From an optimization exercise on the open Yosys and OpenROAD flow, aimed at small area, a short achievable clock period and few clock cycles per item; shortcuts taken in it are not production practice. The RTL was checked by simulation tests, not by an equivalence proof against the original design. Power figures rest on the tool's default switching activity, not on a simulated workload.

fjord:
==> flow/design.v (excerpt) <==
module sha1_exec(clk, reset, start, data_in, load_in, cv,
  use_prev_cv, busy, out_valid, cv_next);
Size in the first run: ~3500 cells after synthesis, roughly 890 flip-flops, roughly 360 I/O pins, ~38000 sq um of cells after synthesis.
==> flow/config.mk <==
export PLATFORM = sky130hd
export DESIGN_NAME = sha1_exec
export DESIGN_NICKNAME = sha1_exec
export VERILOG_FILES = /design/flow/design.v
export SDC_FILE = /design/flow/constraint.sdc
export NUM_CORES = 4
export LEC_CHECK = 0
export ABC_AREA = 1
export CAP_MARGIN = 20
export CORE_MARGIN = 2
export CORE_UTILIZATION = 40
export CTS_CLUSTER_DIAMETER = 150
export CTS_CLUSTER_SIZE = 25
export SETUP_SLACK_MARGIN = 5
export SLEW_MARGIN = 20
export TNS_END_PERCENT = 20
==> flow/constraint.sdc <==
create_clock -name core_clock -period 8.0 [get_ports {clk}]
set_input_delay 1.6000 -clock core_clock [delete_from_list [all_inputs] [get_ports {clk}]]
set_output_delay 1.6000 -clock core_clock [all_outputs]
set_load 0.01 [all_outputs]
standard.sh (not shown) runs the stock make flow with config.mk's settings and CLKGATE_MAP_FILE= SYNTH_SCRIPT=/design/flow/synth_recipe.tcl, a recipe that flattens the netlist after the stock synthesis.
==> flow/flow/run.sh <==
#!/bin/bash
# Layout flow: the standard ORFS flow (standard.sh, unchanged synthesis),
# with the input/output port buffers inserted as buf_1 instead of ORFS's
# default pick (the resizer upsizes them where timing needs it), and clock
# tree synthesis without dummy loads.
# The make output goes to flow_make.log here; each ORFS step keeps its own
# log under orfs/logs/.
set -euo pipefail
export BUFFER_PORTS_ARGS="-buffer_cell sky130_fd_sc_hd__buf_1"
export CTS_ARGS="-sink_clustering_enable -repair_clock_nets -sink_clustering_size 25 -sink_clustering_max_diameter 150 -dont_use_dummy_load"
bash standard.sh finish > flow_make.log 2>&1
fjord ended with every stage complete and zero timing, DRC or antenna violations.
Testbench counts of fjord, summed over its fixed seeds: cycles 33,416, blocks 384.
diff inputs: fjord => sierra
- clearing TNS_END_PERCENT, which used to be 20
[summary]
sierra: flow completed, timing, DRC and antenna clean
Run comparison: sierra start point of the critical path h_q[19]; fjord start point of the critical path a[29]
~same insertion delay of the later-clocked pin in the worst-skew pair in fjord and sierra
Relative to fjord, the sum of routed wire segments on met1 of sierra is higher by about 2.5%.
NOTE half-perimeter wire length of the detailed placement result fjord->sierra decreased slightly
Diff fjord -> sierra: critical path depth went down by 11, worst hold slack went up by 0.0070 ns, share of total power in combinational logic went up by 1.0 points.
Summary of sierra over fjord: internal power summed over all cells now larger, total power increased by 0.31 mW relative to the old numbers.
## Diff of input files: umber against sierra
- TNS_END_PERCENT newly set to 50
--- outcome ---
- sierra → umber: wire length on met2 shows an increase of about 1.8%, combinational power shows a reduction of about 1%, global-route track usage on met2 shows no meaningful change, count of instances resized after the clock tree is built shows an increase of 2.
- Setup slack essentially unchanged between sierra and umber.
- sierra and umber ended up with nearly the same portion of the layout cell area used by clock cells.
- Final instance count without filler cells of umber is on par with sierra.
- The proportion of cell area occupied by registers was comparable across sierra and umber.

## run A
sha1_exec, a different RTL version from the one above (not shown whole).
For scale: roughly 2600 cells after synthesis, roughly 880 flip-flops, roughly 360 I/O pins, ~40000 um^2 of cells after synthesis.
Settings: LEC_CHECK=0, ABC_CLOCK_PERIOD_IN_PS=3500, CAP_MARGIN=20, CORE_MARGIN=2, CORE_UTILIZATION=40, SETUP_SLACK_MARGIN=4, SLEW_MARGIN=20; clock period 8.0 ns.
run.sh (not shown) runs the stock make flow with config.mk's settings and CLKGATE_MAP_FILE= SYNTH_SCRIPT=/design/flow/synth_recipe.tcl, a recipe that flattens the netlist after the stock synthesis.
Stock flow here: none of the scripts above is used.
Testbench counts of run A, summed over its fixed seeds: cycles 33,416, blocks 384.
The following lists how run B was set up differently from run A:
==> flow/config.mk <==
export PLATFORM = sky130hd
export DESIGN_NAME = sha1_exec
export DESIGN_NICKNAME = sha1_exec
export VERILOG_FILES = /design/flow/design.v
export SDC_FILE = /design/flow/constraint.sdc
export NUM_CORES = 4
export LEC_CHECK = 0
export ABC_CLOCK_PERIOD_IN_PS = 2500
export CAP_MARGIN = 20
export CORE_MARGIN = 2
export CORE_UTILIZATION = 40
export SETUP_SLACK_MARGIN = 5
export SLEW_MARGIN = 20
Results
Summary of run B over run A: actual slew at the worst max-slew pin fell 0.19 ns; multi-input combinational cell area went up; largest net degree at the start of global routing moved down. Comparing the two runs side by side, run B comes out behind run A on power. Changes observed in run B relative to run A: number of detailed-routing iterations run before antenna repair has decreased, CTS sink count has remained practically unchanged. Comparing run B and run A, the higher share of the final layout cell area in multi-input gates is on run B. Re worst path buffer plus inverter count: no difference whatsoever between run B and run A.
Input changes introduced in run C (baseline for comparison: run B):
==> flow/config.mk <==
export PLATFORM = sky130hd
export DESIGN_NAME = sha1_exec
export DESIGN_NICKNAME = sha1_exec
export VERILOG_FILES = /design/flow/design.v
export SDC_FILE = /design/flow/constraint.sdc
export NUM_CORES = 4
export LEC_CHECK = 0
export CAP_MARGIN = 20
export CORE_MARGIN = 2
export CORE_UTILIZATION = 40
export SLEW_MARGIN = 20
Run C finished every step from synthesis to the final layout, and the layout passed the timing, design-rule and antenna checks.
Summary — cell count, run C relative to run B: lower, by 323.
In the flow results for run B and run C, the combinational power share is smaller on run C.
Between run B and run C, the smallest hold slack figures differ only marginally.
Of run B and run C, the higher multi-input combinational cell area belongs to run B.
On via count, run C does better than run B.

sha1_exec, a different RTL version from the one above (not shown whole).
Size: ~890 flip-flops, roughly 42000 um2 of cells after synthesis.
Settings: LEC_CHECK=0, ABC_AREA=1, CAP_MARGIN=20, CORE_MARGIN=2, CORE_UTILIZATION=40, SETUP_SLACK_MARGIN=5, SLEW_MARGIN=20; clock period 8.0 ns.
standard.sh (not shown) runs the stock make flow with config.mk's settings and CLKGATE_MAP_FILE= SYNTH_SCRIPT=/design/flow/synth_recipe.tcl, a recipe that flattens the netlist after the stock synthesis.
==> flow/flow/run.sh <==
#!/bin/bash
# Layout flow: the standard ORFS flow (standard.sh, unchanged synthesis),
# with the input/output port buffers inserted as buf_1 instead of ORFS's
# default pick; the resizer upsizes them where timing needs it.
# The make output goes to flow_make.log here; each ORFS step keeps its own
# log under orfs/logs/.
set -euo pipefail
export BUFFER_PORTS_ARGS="-buffer_cell sky130_fd_sc_hd__buf_1"
bash standard.sh finish > flow_make.log 2>&1
Testbench counts at the start, summed over its fixed seeds: cycles 33,416, blocks 384.
Change:
- CTS_CLUSTER_DIAMETER: default -> 150
- CTS_CLUSTER_SIZE: default -> 25
The changed run ran to the end with no violations.
Final cell count falls by 1.8%.
Routed wire length falls by about 0.9%.
Sequential power barely changes.
Worst setup slack is better by 0.014 ns.
Synthesized cell count is unchanged.
Critical path depth is unchanged.
Clock power falls by 43%.

## port drivers added, routing unchanged
In the flow no input, the clock included, has a driving cell. The finished layouts below were timed again as built, in two steps.
Step 1: set_driving_cell puts a clkbuf_16 on clk and a buf_2 on each other input, an assumption about the parent block.
Step 2 also shifts input and output timing later by t, the mid clock arrival at the registers, as if the neighbouring blocks saw the same clock.
Slacks: no drivers / after step 1 / after step 2; pairs: no drivers / after step 1.
| run | shift t [ns] | slack for setup (ns) | worst hold slack (ns) | cell pins on the clock port's net |
|---|---|---|---|---|
| fjord | 0.659 | 4.999 / 4.943 / 4.515 | 0.412 / 0.412 / 0.412 | 1 |
| sierra | 0.661 | 5.034 / 4.960 / 4.574 | 0.419 / 0.419 / 0.419 | 1 |
| umber | 0.645 | 5.036 / 4.970 / 4.467 | 0.412 / 0.412 / 0.412 | 1 |
| run A | 0.736 | 3.969 / 3.969 / 3.602 | 0.413 / 0.413 / 0.413 | 1 |
| run B | 0.720 | 4.248 / 4.248 / 4.248 | 0.413 / 0.413 / 0.413 | 1 |
| run C | 0.726 | 3.256 / 3.256 / 3.256 | 0.411 / 0.411 / 0.411 | 1 |
| the first run of note 3 | 0.732 | 4.980 / 4.908 / 4.461 | 0.411 / 0.411 / 0.411 | 1 |
| the second run of note 3 | 0.706 | 4.994 / 4.920 / 4.488 | 0.416 / 0.416 / 0.416 | 1 |
After both steps every run listed still meets setup and hold. The setup slack of umber, which loses most, moves by -0.066 ns with the drivers and by -0.569 ns with both steps.
